This design comes from an exercise in tuning for small area and a short achievable clock period on the open sky130 flow, not from production work. Function was checked by simulation only, so behaviour that the tests miss may differ from the original. Power and IR drop assume default switching activity.

### flow/run.sh
#!/bin/bash
# synth_recipe.tcl (not shown) runs the flow's synth.tcl, then flattens the netlist and writes it again
# the make line also repeats each setting of config.mk as NAME=value (left out here)
make -C /OpenROAD-flow-scripts/flow DESIGN_CONFIG=/design/flow/config.mk WORK_HOME=/design/flow/orfs CLKGATE_MAP_FILE= SYNTH_SCRIPT=/design/flow/synth_recipe.tcl finish
### flow/config.mk
export PLATFORM = sky130hd
export DESIGN_NAME = Regfiles
export DESIGN_NICKNAME = Regfiles
export VERILOG_FILES = /design/flow/design.v
export SDC_FILE = /design/flow/constraint.sdc
export NUM_CORES = 4
export LEC_CHECK = 0
export CAP_MARGIN = 20
export CORE_MARGIN = 2
export CORE_UTILIZATION = 40
export SLEW_MARGIN = 20
### flow/constraint.sdc
create_clock -name core_clock -period 6.5 [get_ports {clk}]
set_input_delay 1.3000 -clock core_clock [delete_from_list [all_inputs] [get_ports {clk}]]
set_output_delay 1.3000 -clock core_clock [all_outputs]
set_load 0.01 [all_outputs]
### flow/design.v
`timescale 1ns / 1ps
module selector16To1(
    input [31:0] iC0,
    input [31:0] iC1,
    input [31:0] iC2,
    input [31:0] iC3,
    input [31:0] iC4,
    input [31:0] iC5,
    input [31:0] iC6,
    input [31:0] iC7,
    input [31:0] iC8,
    input [31:0] iC9,
    input [31:0] iC10,
    input [31:0] iC11,
    input [31:0] iC12,
    input [31:0] iC13,
    input [31:0] iC14,
    input [31:0] iC15,
    input [31:0] iC16,
    input [31:0] iC17,
    input [31:0] iC18,
    input [31:0] iC19,
    input [31:0] iC20,
    input [31:0] iC21,
    input [31:0] iC22,
    input [31:0] iC23,
    input [31:0] iC24,
    input [31:0] iC25,
    input [31:0] iC26,
    input [31:0] iC27,
    input [31:0] iC28,
    input [31:0] iC29,
    input [31:0] iC30,
    input [31:0] iC31,
    input [4:0] raddr,
    input rena,
    output reg [31:0] rdata
    );
    always @ (*) begin
        if (rena == 1) begin
        case(raddr)
            5'b00000: rdata = iC0;
            5'b00001: rdata = iC1;
            5'b00010: rdata = iC2;
            5'b00011: rdata = iC3;
            5'b00100: rdata = iC4;
            5'b00101: rdata = iC5;
            5'b00110: rdata = iC6;
            5'b00111: rdata = iC7;
            5'b01000: rdata = iC8;
            5'b01001: rdata = iC9;
            5'b01010: rdata = iC10;
            5'b01011: rdata = iC11;
            5'b01100: rdata = iC12;
            5'b01101: rdata = iC13;
            5'b01110: rdata = iC14;
            5'b01111: rdata = iC15;
            5'b10000: rdata = iC16;
            5'b10001: rdata = iC17;
            5'b10010: rdata = iC18;
            5'b10011: rdata = iC19;
            5'b10100: rdata = iC20;
            5'b10101: rdata = iC21;
            5'b10110: rdata = iC22;
            5'b10111: rdata = iC23;
            5'b11000: rdata = iC24;
            5'b11001: rdata = iC25;
            5'b11010: rdata = iC26;
            5'b11011: rdata = iC27;
            5'b11100: rdata = iC28;
            5'b11101: rdata = iC29;
            5'b11110: rdata = iC30;
            5'b11111: rdata = iC31;
            default: rdata = 0;
        endcase
        end
        else rdata = 32'b0;
    end
endmodule
module decoder5To32(
    input [4:0] iData,
    input iEna,
    output reg [31:0] oData
    );
    always @ (iEna or iData)
    begin
        oData = 32'h0000_0000;
        if (iEna == 1)
            oData[iData[0] + 2*iData[1] + 4*iData[2] + 8*iData[3] + 16*iData[4]] = 1'b1;
    end
endmodule
   module reg32(
    input clk,
    input rst,
    input wena,
    input [31:0] wdata,
    output reg [31:0] data_out
    );
    reg [31:0] register;
    always @ (posedge clk or posedge rst) begin
        if (rst)
            data_out <= 32'h0000_0000;
        else if (wena == 0)
            data_out <= register;
    end
    always @ (posedge clk) begin
        if (!rst && wena == 1)
            register <= wdata;
    end
endmodule
module Regfiles(
    input clk,
    input rst,
    input we,
    input [4:0] raddr1,
    input [4:0] raddr2,
    input [4:0] waddr,
    input [31:0] wdata,
    output reg [31:0] rdata1,
    output reg [31:0] rdata2
    );
    wire [31:0] wrdata1;
    wire [31:0] wrdata2;
    wire [31:0] out_decoder;
    decoder5To32 decoder(waddr, we, out_decoder);        
    wire [31:0] out_reg0;
    wire [31:0] out_reg1; 
    wire [31:0] out_reg2; 
    wire [31:0] out_reg3; 
    wire [31:0] out_reg4; 
    wire [31:0] out_reg5; 
    wire [31:0] out_reg6;
    wire [31:0] out_reg7;
    wire [31:0] out_reg8;
    wire [31:0] out_reg9; 
    wire [31:0] out_reg10; 
    wire [31:0] out_reg11;
    wire [31:0] out_reg12; 
    wire [31:0] out_reg13; 
    wire [31:0] out_reg14; 
    wire [31:0] out_reg15; 
    wire [31:0] out_reg16; 
    wire [31:0] out_reg17; 
    wire [31:0] out_reg18; 
    wire [31:0] out_reg19; 
    wire [31:0] out_reg20; 
    wire [31:0] out_reg21; 
    wire [31:0] out_reg22;
    wire [31:0] out_reg23; 
    wire [31:0] out_reg24; 
    wire [31:0] out_reg25; 
    wire [31:0] out_reg26; 
    wire [31:0] out_reg27; 
    wire [31:0] out_reg28; 
    wire [31:0] out_reg29; 
    wire [31:0] out_reg30; 
    wire [31:0] out_reg31;
    reg32 r0(clk, rst, out_decoder[0], wdata, out_reg0);
    reg32 r1(clk, rst, out_decoder[1], wdata, out_reg1);   
    reg32 r2(clk, rst, out_decoder[2], wdata, out_reg2);    
    reg32 r6(clk, rst, out_decoder[3], wdata, out_reg3);    
    reg32 r3(clk, rst, out_decoder[4], wdata, out_reg4);    
    reg32 r4(clk, rst, out_decoder[5], wdata, out_reg5);    
    reg32 r5(clk, rst, out_decoder[6], wdata, out_reg6);    
    reg32 r7(clk, rst, out_decoder[7], wdata, out_reg7);    
    reg32 r8(clk, rst, out_decoder[8], wdata, out_reg8);    
    reg32 r9(clk, rst, out_decoder[9], wdata, out_reg9);    
    reg32 r10(clk, rst, out_decoder[10], wdata, out_reg10);  
    reg32 r11(clk, rst, out_decoder[11], wdata, out_reg11);    
    reg32 r12(clk, rst, out_decoder[12], wdata, out_reg12);    
    reg32 r13(clk, rst, out_decoder[13], wdata, out_reg13);    
    reg32 r14(clk, rst, out_decoder[14], wdata, out_reg14);    
    reg32 r15(clk, rst, out_decoder[15], wdata, out_reg15);    
    reg32 r16(clk, rst, out_decoder[16], wdata, out_reg16);    
    reg32 r17(clk, rst, out_decoder[17], wdata, out_reg17);    
    reg32 r18(clk, rst, out_decoder[18], wdata, out_reg18);    
    reg32 r19(clk, rst, out_decoder[19], wdata, out_reg19);    
    reg32 r20(clk, rst, out_decoder[20], wdata, out_reg20);    
    reg32 r21(clk, rst, out_decoder[21], wdata, out_reg21);    
    reg32 r22(clk, rst, out_decoder[22], wdata, out_reg22);    
    reg32 r23(clk, rst, out_decoder[23], wdata, out_reg23);    
    reg32 r24(clk, rst, out_decoder[24], wdata, out_reg24);    
    reg32 r25(clk, rst, out_decoder[25], wdata, out_reg25);    
    reg32 r26(clk, rst, out_decoder[26], wdata, out_reg26);    
    reg32 r27(clk, rst, out_decoder[27], wdata, out_reg27);    
    reg32 r28(clk, rst, out_decoder[28], wdata, out_reg28);    
    reg32 r29(clk, rst, out_decoder[29], wdata, out_reg29);   
    reg32 r30(clk, rst, out_decoder[30], wdata, out_reg30);    
    reg32 r31(clk, rst, out_decoder[31], wdata, out_reg31);  
    selector16To1 s1(out_reg0, out_reg1, out_reg2, out_reg3, out_reg4, out_reg5, out_reg6, out_reg7, out_reg8, out_reg9, out_reg10, out_reg11,
          out_reg12, out_reg13, out_reg14, out_reg15, out_reg16, out_reg17, out_reg18, out_reg19, out_reg20, out_reg21, out_reg22,
          out_reg23, out_reg24, out_reg25, out_reg26, out_reg27, out_reg28, out_reg29, out_reg30, out_reg31,
          raddr1, 1'b1, wrdata1);         
    selector16To1 s2(out_reg0, out_reg1, out_reg2, out_reg3, out_reg4, out_reg5, out_reg6, out_reg7, out_reg8, out_reg9, out_reg10, out_reg11,
          out_reg12, out_reg13, out_reg14, out_reg15, out_reg16, out_reg17, out_reg18, out_reg19, out_reg20, out_reg21, out_reg22,
          out_reg23, out_reg24, out_reg25, out_reg26, out_reg27, out_reg28, out_reg29, out_reg30, out_reg31,
          raddr2, 1'b1, wrdata2);
    always @ (*) begin
        rdata1 <= wrdata1;
        rdata2 <= wrdata2;
    end
endmodule
==> results.tsv, run 1 <==
stage	metric	value	unit
timing	fmax	157.3	MHz
yosys	yosysTopAreaCellShare	37.45	%
drt	vias	60020	
place	dpl_cell_area	89940	µm²
worst_setup_path	critPathLaunchType	input port	
drt	dr.first_iter.drc_count	10880	
finish	syn2layout_area_growth	18.38	%
finish	fillers	17610	
die	die_area	208900	µm²
timing	tightestPinTransition	1.277	ns
global_routing	grt_pass1_vias	57070	
drt	drcViolationCount	0	
finish	layout.nets	5785	
power	vdd_drop_max	309.7	µV
drt	vias_per_cell	6.961	
die	rows	166	
yosys	ys_ff_latch	2048	
drt	drt-wirelength-per-cell	47.67	µm
worst_setup_path	crit_start	raddr2[0]	
worst_hold_path	hold_class	flip-flop to flip-flop	
timing	hold_violations	0	
drt	first_pass_iters	10	
finish	finalInstanceArea	97200	µm²
timing	maxSlewHeadroom	14.65	%
worst_setup_path	endpoint	rdata2[31]	
global_routing	overflow	0	
finish	drive_gt1_share	30.90	%
clocking	clk_latency	0.89	ns
yosys	ys_seq_area_share	68.66	%
worst_setup_path	r2r-start	r4.data_out[28]$_DFFE_PP0N_	
clocking	cts_root_buf	clkbuf_16	
clocking	cts.clk_slew.worst_paths	0.06	ns
worst_setup_path	worstSetupPathType	input port to output pin	
die	fp.coreArea	204400	µm²
yosys	async_reset_ff_share	50.00	%
yosys	ys_top_cells_by_area	edfxtp_1 37%, dfrtp_1 31%, mux2_2 12%, a22oi_1 7.6%, mux2_1 1.3%	
worst_setup_path	arrival	5.06	ns
drt	maxUsedRoutingLayer	met5	
place	io_buffers	113	
worst_setup_path	reg2regPathDepth	1	
yosys	yosys.area.top_type	edfxtp_1	
clocking	holdBufCountCts	0	
clocking	numCtsBuffers	208	
global_routing	grt_use_total	38.61	%
clocking	cts_setup_buffers	0	
yosys	synthDistinctLibCells	69	
clocking	tritoncts	yes	
yosys	ys.flop_type	edfxtp_1	
clocking	clockBufferDepth	3	
status	outcome	complete, no violations	
die	die_h	457.1	µm
timing	min_period	6.357	ns
timing	rsz0062_at_grt	no	
die	die_w	457.1	µm
yosys	syn_area	82110	µm²
die	start_util	40.17	%
yosys	synth_fp_nets	5407	
worst_hold_path	hp-start	r28.register[8]$_DFFE_PP_	
global_routing	grt_pass1_wl	538.9	mm
drt	wl_met3	48.79	mm
yosys	ys_warn_count	4	
worst_setup_path	end_kind	output pin	
finish	final_cells	8622	
job	maxCapViolCount	0	
worst_setup_path	rrSetupSlack	5.46	ns
power	leakage	35.80	nW
clocking	cts_resized	0	
worst_setup_path	required	5.20	ns
timing	fin_crit_sh	97.81	%
yosys	synth_edf_count	1024	
drt	wirelength	411.0	mm
timing	clock_skew	0.05358	ns
place	gp_congestion	1.016	
global_routing	grt_max_degree	155	
drt	met2_length	176.1	mm
clocking	cts_max_level	4	
timing	timing.setup.tns	0	ns
die	ios	114	
worst_setup_path	r2r-end	r4.data_out[28]$_DFFE_PP0N_	
power	p_per_area	289.2	nW/µm²
yosys	syn_area_per_cell	15.33	µm²
yosys	syn-instance-count	5355	
timing	finalSetupViolations	0	
drt	drt-met1-wl	154.3	mm
place	dpl.cell_count	8210	
worst_setup_path	crit_fanout	8	
clocking	clock-sinks	2048	
place	dp_hpwl	257.0	mm
drt	antenna_left	0	
global_routing	antenna_found_initial	21	
timing	maxSlewViolCount	0	
## cells by family (layout without fill, tap and decap cells)
family	count (synthesis)	in the layout	share of synthesized area, %
simple gates	819	819	4.825
xor+xnor	3	3	0.03201
flops	2048	2048	68.66
other cells	0	15	0
fa+ha+maj	2	2	0.03047
mux	1046	1046	14.45
compound gates	1080	1080	9.771
buf+inv	357	921	2.228
## power breakdown
group	internal, mW	switching [mW]
clock network	7.24	5.39
registers	13.8	0.132
logic	0.482	1.10
total	21.5	6.62
## stage by stage
step | util [%] | power, mW | worst slack [ns] | hold WS, ns
6_report | 47.56 | 28.11 | 0.1426 | 0.4188
3_3_place_gp | 44.02 | 15.69 | 0.3358 | 0.4341
5_1_grt | 47.54 | 28.70 | 0.1693 | 0.4378
2_1_floorplan | - | 14.73 | -12.16 | 0.4320
3_5_place_dp | 44.01 | 15.69 | 0.3232 | 0.4399
4_1_cts | 47.53 | 28.13 | 0.3038 | 0.4190
## synthesized netlist by cell type (all sizes together), types with 3 or more instances
cell and number:
a222oi 28, dfrtp 1024, or3 8, nor3 81, o32a 10, and3 13
or4 3, and4 8, a21oi 83, or3b 6, o21ai 24, nand2 260
nor2 196, nor2b 6, inv 15, buf 242, nor3b 6, a2111oi 6
clkbuf 100, and2 10, nor4 29, o211ai 3, nand4 103, or2 6
a22oi 826, nand3b 9, a31oi 15, o2bb2ai 5, nand2b 14, a221oi 26
mux2i 16, a22o 21, o31ai 3, edfxtp 1024, nand3 59, mux2 1030
o22ai 5, a32oi 9
## metal layers
| layer | up-vias | global-route usage [%] |
|---|---|---|
| met5 | - | 0 |
| met4 | 16 | 24.43 |
| met3 | 1491 | 11.59 |
| met2 | 5176 | 56.49 |
| met1 | 31680 | 50.10 |
| li1 | 21660 | - |
## worst max-delay path, stage by stage
cell             delay (ns)
clkdlybuf4s50_1        0.72
nand2b_1               0.31
buf_4                  0.19
nor2_4                 0.65
buf_4                  0.31
a22oi_1                0.09
nand2_1                0.14
a311oi_1               0.09
a21oi_1                0.45
buf_4                  0.22
clkdlybuf4s50_1        0.53
## final cells by class
type | instances | area [µm²] | area share, %
Multi-Input combinational cell | 2950 | 24760 | 25.48
Tap cell | 2688 | 3363 | 3.460
Clock buffer | 292 | 5976 | 6.148
Clock inverter | 104 | 1230 | 1.265
Sequential cell | 2048 | 56370 | 58.00
Inverter | 15 | 60.06 | 0.06179
Antenna cell | 15 | 37.54 | 0.03862
Timing Repair Buffer | 510 | 5395 | 5.551
## how the worst min path moves through the flow
stage / endpoint / slack, ns / cells past startpoint
CTS: r10.data_out[9]$_DFFE_PP0N_ / 0.42 / 1
finish: r28.data_out[8]$_DFFE_PP0N_ / 0.42 / 1
floorplan: r24.data_out[15]$_DFFE_PP0N_ / 0.43 / 1
global route: r28.data_out[8]$_DFFE_PP0N_ / 0.44 / 1
detailed placement: r28.data_out[0]$_DFFE_PP0N_ / 0.44 / 1
global placement: r28.data_out[2]$_DFFE_PP0N_ / 0.43 / 1
## cell usage in the layout (no fill, tap or decap), types with 97 or more instances in the layout
cell type	instances
mux2_2	904
buf_4	287
nand2_1	250
clkbuf_16	212
nor2_1	104
a22oi_1	826
mux2_1	97
buf_12	108
edfxtp_1	1024
dfrtp_1	1024
nand4_1	103
==> run 2, diff against run 1 <==
==> flow/design.v (replaced) <==
`timescale 1ns / 1ps
module Regfiles(
    input clk,
    input rst,
    input we,
    input [4:0] raddr1,
    input [4:0] raddr2,
    input [4:0] waddr,
    input [31:0] wdata,
    output reg [31:0] rdata1,
    output reg [31:0] rdata2
    );
    reg [31:0] mem [0:31];
    reg [31:0] wb_data;
    reg [4:0]  wb_addr;
    reg        wb_valid;
    reg        vz;
    reg        rst_flag;
    wire wr    = we & ~rst;
    wire same  = waddr == wb_addr;
    wire flush = wb_valid & ~(wr & same);
    always @(posedge clk) begin
        if (flush)
            mem[wb_addr] <= wb_data;
        wb_data  <= wdata;
        wb_addr  <= waddr;
        wb_valid <= wr;
        vz       <= wr & (rst_flag | (vz & same));
    end
    always @(posedge clk or posedge rst) begin
        if (rst)
            rst_flag <= 1'b1;
        else
            rst_flag <= 1'b0;
    end
    wire z1 = rst_flag | (vz & (raddr1 == wb_addr));
    wire z2 = rst_flag | (vz & (raddr2 == wb_addr));
    reg [31:0] sel1, sel2;
    integer i;
    always @(*) begin
        for (i = 0; i < 32; i = i + 1) begin
            sel1[i] = raddr1 == i;
            sel2[i] = raddr2 == i;
        end
    end
    always @(*) begin
        rdata1 = 32'h0;
        rdata2 = 32'h0;
        for (i = 0; i < 32; i = i + 1) begin
            rdata1 = rdata1 | (mem[i] & {32{sel1[i]}});
            rdata2 = rdata2 | (mem[i] & {32{sel2[i]}});
        end
        rdata1 = rdata1 & {32{~z1}};
        rdata2 = rdata2 & {32{~z2}};
    end
endmodule
==> run 2 against run 1 <==
The layout now fails its checks (negative setup slack). Synthesized cell count is 36% lower. Count of clock-buffer cells in the layout down 156. Global-route usage is 1.4 points lower. Critical path depth decreased by 2. Combinational power decreased by 35%. Final cell count shrank 39%. Setup slack worse by 0.15 ns. Flip-flop and latch count down 984. Core utilization is 0.32 points higher. Largest power group unchanged. Design area fell by 43%. Non-clock buffer count shrank 102.
==> results.tsv, run 2 <==
stage	metric	value	unit	change
place	dpl.cell_count	5066		was 8210
drt	antenna_left	0		unchanged
finish	drive_gt1_share	16.79	%	was 30.90%
worst_setup_path	arrival	5.21	ns	was 5.06 ns
drt	wirelength	230.0	mm	was 411.0 mm
die	rows	125		was 166
clocking	holdBufCountCts	0		unchanged
place	dp_hpwl	142.3	mm	was 257.0 mm
yosys	synth_edf_count	1024		unchanged
drt	vias	39410		was 60020
drt	first_pass_iters	9		was 10
worst_setup_path	crit_top_cell	clkdlybuf4s50_1		was buf_4
global_routing	grt_use_met3	13.33	%	was 11.59%
yosys	ys_ff_latch	1064		was 2048
finish	final_common_cell	edfxtp_1		
drt	dr.first_iter.drc_count	7897		was 10880
global_routing	grt_pass1_wl	307.9	mm	was 538.9 mm
yosys	ys_top_cells_by_area	edfxtp_1 65%, nand3_1 6.4%, a22oi_1 5.3%, a22o_1 4.0%, nand4_1 2.2%		was edfxtp_1 37%, dfrtp_1 31%, mux2_2 12%, a22oi_1 7.6%, mux2_1 1.3%
clocking	clock-sinks	1064		was 2048
yosys	ys_warn_count	1		was 4
timing	maxSlewHeadroom	14.36	%	was 14.65%
job	maxCapViolCount	0		unchanged
drt	drcViolationCount	0		unchanged
timing	fmax	153.7	MHz	was 157.3 MHz
global_routing	use_met2	53.96	%	was 56.49%
place	io_buffers	113		unchanged
yosys	syn-instance-count	3442		was 5355
finish	final_cells	5286		was 8622
clocking	cts_resized	0		unchanged
die	die_w	346.6	µm	was 457.1 µm
yosys	synth_fp_nets	3492		was 5407
worst_setup_path	worstSetupPathType	input port to output pin		unchanged
yosys	ys.flop_type	edfxtp_1		unchanged
timing	hold_violations	0		unchanged
finish	multi_input_area	14400	µm²	was 24760 µm²
worst_setup_path	crit_fanout	30		was 8
global_routing	overflow	0		unchanged
yosys	syn_area_per_cell	13.64	µm²	was 15.33 µm²
power	p_per_area	281.2	nW/µm²	was 289.2 nW/µm²
yosys	async_reset_ff_share	0.09398	%	was 50.00%
worst_setup_path	crit_path_max_incr_delay	1.04	ns	was 0.72 ns
finish	layout.nets	3708		was 5785
yosys	yosysTopAreaCellShare	65.50	%	was 37.45%
clocking	tritoncts	yes		unchanged
drt	vias_per_cell	7.455		was 6.961
timing	setup_slack	-0.006082	ns	was 0.1426 ns
clocking	numCtsBuffers	114		was 208
finish	fillers	10240		was 17610
worst_setup_path	cp_top_family	buffers and inverters		unchanged
drt	drt-wirelength-per-cell	43.51	µm	was 47.67 µm
global_routing	grt_use_total	37.17	%	was 38.61%
finish	largest_register_ffs	1024		
timing	fin_crit_sh	100.1	%	was 97.81%
clocking	cts_setup_buffers	0		unchanged
timing	maxSlewViolCount	0		unchanged
yosys	ys_seq_area_share	67.21	%	was 68.66%
yosys	yosysMostFrequentCell	edfxtp_1		
status	failed_checks	negative setup slack		
die	ios	114		unchanged
global_routing	grtUsageMet1	46.96	%	was 50.10%
finish	reg.largest.list	mem (1024), wb_data (32), wb_addr (5)		
finish	syn2layout_area_growth	18.66	%	was 18.38%
finish	fin_util	47.88	%	was 47.56%
worst_setup_path	critPathLaunchType	input port		unchanged
global_routing	grt_pass1_vias	37250		was 57070
worst_setup_path	crit_chain	clkdlybuf4s50_1 -> buf_12 -> nand3b_2 -> nor2_1 -> buf_4 -> a22oi_1 -> and3_1 -> a41oi_1 -> clkdlybuf4s50_1		was clkdlybuf4s50_1 -> nand2b_1 -> buf_4 -> nor2_4 -> buf_4 -> a22oi_1 -> nand2_1 -> a311oi_1 -> a21oi_1 -> buf_4 -> clkdlybuf4s50_1
clocking	cts.clk_slew.worst_paths	0.06	ns	about the same
clocking	cts_root_buf	clkbuf_16		unchanged
finish	seqCellArea	31570	µm²	was 56370 µm²
status	outcome	finished with violations		was complete, no violations
timing	min_period	6.506	ns	was 6.357 ns
timing	finalSetupViolations	1		was 0
power	vdd_drop_max	219.3	µV	was 309.7 µV
die	fp.coreArea	116400	µm²	was 204400 µm²
yosys	yosys.area.top_type	edfxtp_1		unchanged
timing	tightestPinTransition	1.280	ns	was 1.277 ns
worst_setup_path	end_kind	output pin		unchanged
die	die_area	120100	µm²	was 208900 µm²
place	gp_congestion	0.9878		was 1.016
global_routing	grt.busiest_layer	met2		unchanged
worst_setup_path	required	5.20	ns	about the same
yosys	synthDistinctLibCells	74		was 69
worst_setup_path	critPathBufInv	4		was 5
yosys	synth_common_cells	1024 x edfxtp_1, 601 x nand3_1, 331 x a22oi_1, 214 x a22o_1, 167 x nand4_1		was 1024 x dfrtp_1, 1024 x edfxtp_1, 904 x mux2_2, 826 x a22oi_1, 260 x nand2_1
yosys	syn_area	46950	µm²	was 82110 µm²
timing	clock_skew	0.03008	ns	was 0.05358 ns
power	leakage	17.66	nW	was 35.80 nW
timing	rsz0062_at_grt	no		unchanged
clocking	clk_latency	0.73	ns	was 0.89 ns
finish	mostFrequentLayoutCells	1024 x edfxtp_1, 601 x nand3_1, 331 x a22oi_1		was 1024 x dfrtp_1, 1024 x edfxtp_1, 904 x mux2_2
die	start_util	40.35	%	was 40.17%
worst_hold_path	hold_class	flip-flop to flip-flop		unchanged
finish	top_register	mem		
clocking	cts_max_level	3		was 4
global_routing	antenna_found_initial	12		was 21
clocking	clockBufferDepth	3		unchanged
die	die_h	346.6	µm	was 457.1 µm
global_routing	grt_max_degree	81		was 155
worst_setup_path	slowest_stage	nor2_1		was clkdlybuf4s50_1
==> run 2: cell types whose count changed after synthesis, moves of 107 or more <==
cell / delta
mux2_2: -876
nand2_1: -233
and3_1: +107
nand3_1: +545
a22oi_1: -495
dfrtp_1: -1024
a22o_1: +193
==> run 2: worst reg2reg max path: stages, from the launching register on <==
cell,delay (ns)
dfxtp_1,0.57
xor2_1,0.21
nor4_1,0.11
a211oi_1,0.67
nand3_1,0.49
nor2_4,1.03
buf_4,0.49
==> run 2: metrics by stage <==
stage	total power, mW	setup TNS, ns	hold slack, ns	area [µm²]	setup WS (ns)
detailed placement	8.755	0	0.4727	51720	0.1985
CTS	15.61	0	0.4814	55680	0.2068
global placement	8.756	0	0.4701	51700	0.2786
floorplan	8.176	0	0.4478	46950	2.369
finish	15.66	-0.006082	0.4862	55710	-0.006082
global route	15.91	0	0.5034	55690	0.1041
==> run 2: cell families after synthesis <==
kind of cell | synth area share (%)
xor+xnor | 0.2798
buf+inv | 3.230
mux | 0.9381
simple gates | 14.91
other cells | 0.007987
compound gates | 13.42
flops | 67.21
==> run 2: path summary, 6_finish.rpt <==
kind / start / end / slack (ns) / depth (start not counted)
max: raddr2[3] / rdata2[27] / -0.006 / 9
min: vz$_DFF_P_ / vz$_DFF_P_ / 0.49 / 2
max reg2reg: wb_addr[2]$_DFF_P_ / mem[28][31]$_DFFE_PP_ / 2.58 / 6
min reg2reg: vz$_DFF_P_ / vz$_DFF_P_ / 0.49 / 2
max in group asynchronous: rst / rst_flag$_DFF_PP1_ / 5.59 / 2
min in group asynchronous: rst / rst_flag$_DFF_PP1_ / 0.89 / 2
==> run 2: layout make-up <==
class	count	share of cell area, %
well taps	1524	3.423
clock buffers	136	5.431
inverters	5	0.03369
flip-flops and latches	1064	56.66
clock inverters	75	1.673
diodes	9	0.04043
multi-input cells	2065	25.85
repair buffers	408	6.886
==> run 2: report_power, final <==
| group | internal, mW | switching [mW] | leakage [nW] | total, mW |
|---|---|---|---|---|
| Combinational | 0.333 | 0.698 | 6.19 | 1.03 |
| Clock | 4.10 | 2.89 | 1.92 | 7.00 |
| Sequential | 7.54 | 0.101 | 9.55 | 7.64 |
| Total | 12.0 | 3.69 | 17.7 | 15.7 |
==> run 2: routing by layer <==
metal  vias up  part of all wire [%]
li1      14760                     -
met1     19220                    34
met2      4374                    42
met3      1049                    16
met4         6                   8.1
met5         -                 0.017

==> separate check: timing with driven ports <==
The results above use ideal ports. As a check the final layouts listed here were re-extracted and re-timed, cells and wires unchanged.
Step 1: set_driving_cell puts a clkbuf_16 on clk and a buf_2 on each other input, an assumption about the parent block.
Step 2 times the ports against the registers' clock, not the clock port: input delays grow and output delays shrink by t, the midpoint of the rising clock arrivals with the driver on.
Three values: ideal ports, drivers, drivers and shift; two values: the first two.
| run | t, ns | setup WS [ns] | hold WS [ns] | latest minus earliest clock arrival (ns) |
|---|---|---|---|---|
| run 1 | 0.963 | 0.143 / 0.122 / 0.122 | 0.419 / 0.419 / 0.419 | 0.078 / 0.078 |
| run 2 | 0.782 | -0.006 / -0.042 / -0.042 | 0.486 / 0.486 / 0.486 | 0.038 / 0.038 |
The setup slack of run 2, which loses most, moves by -0.036 ns with the drivers and by -0.036 ns with both steps.
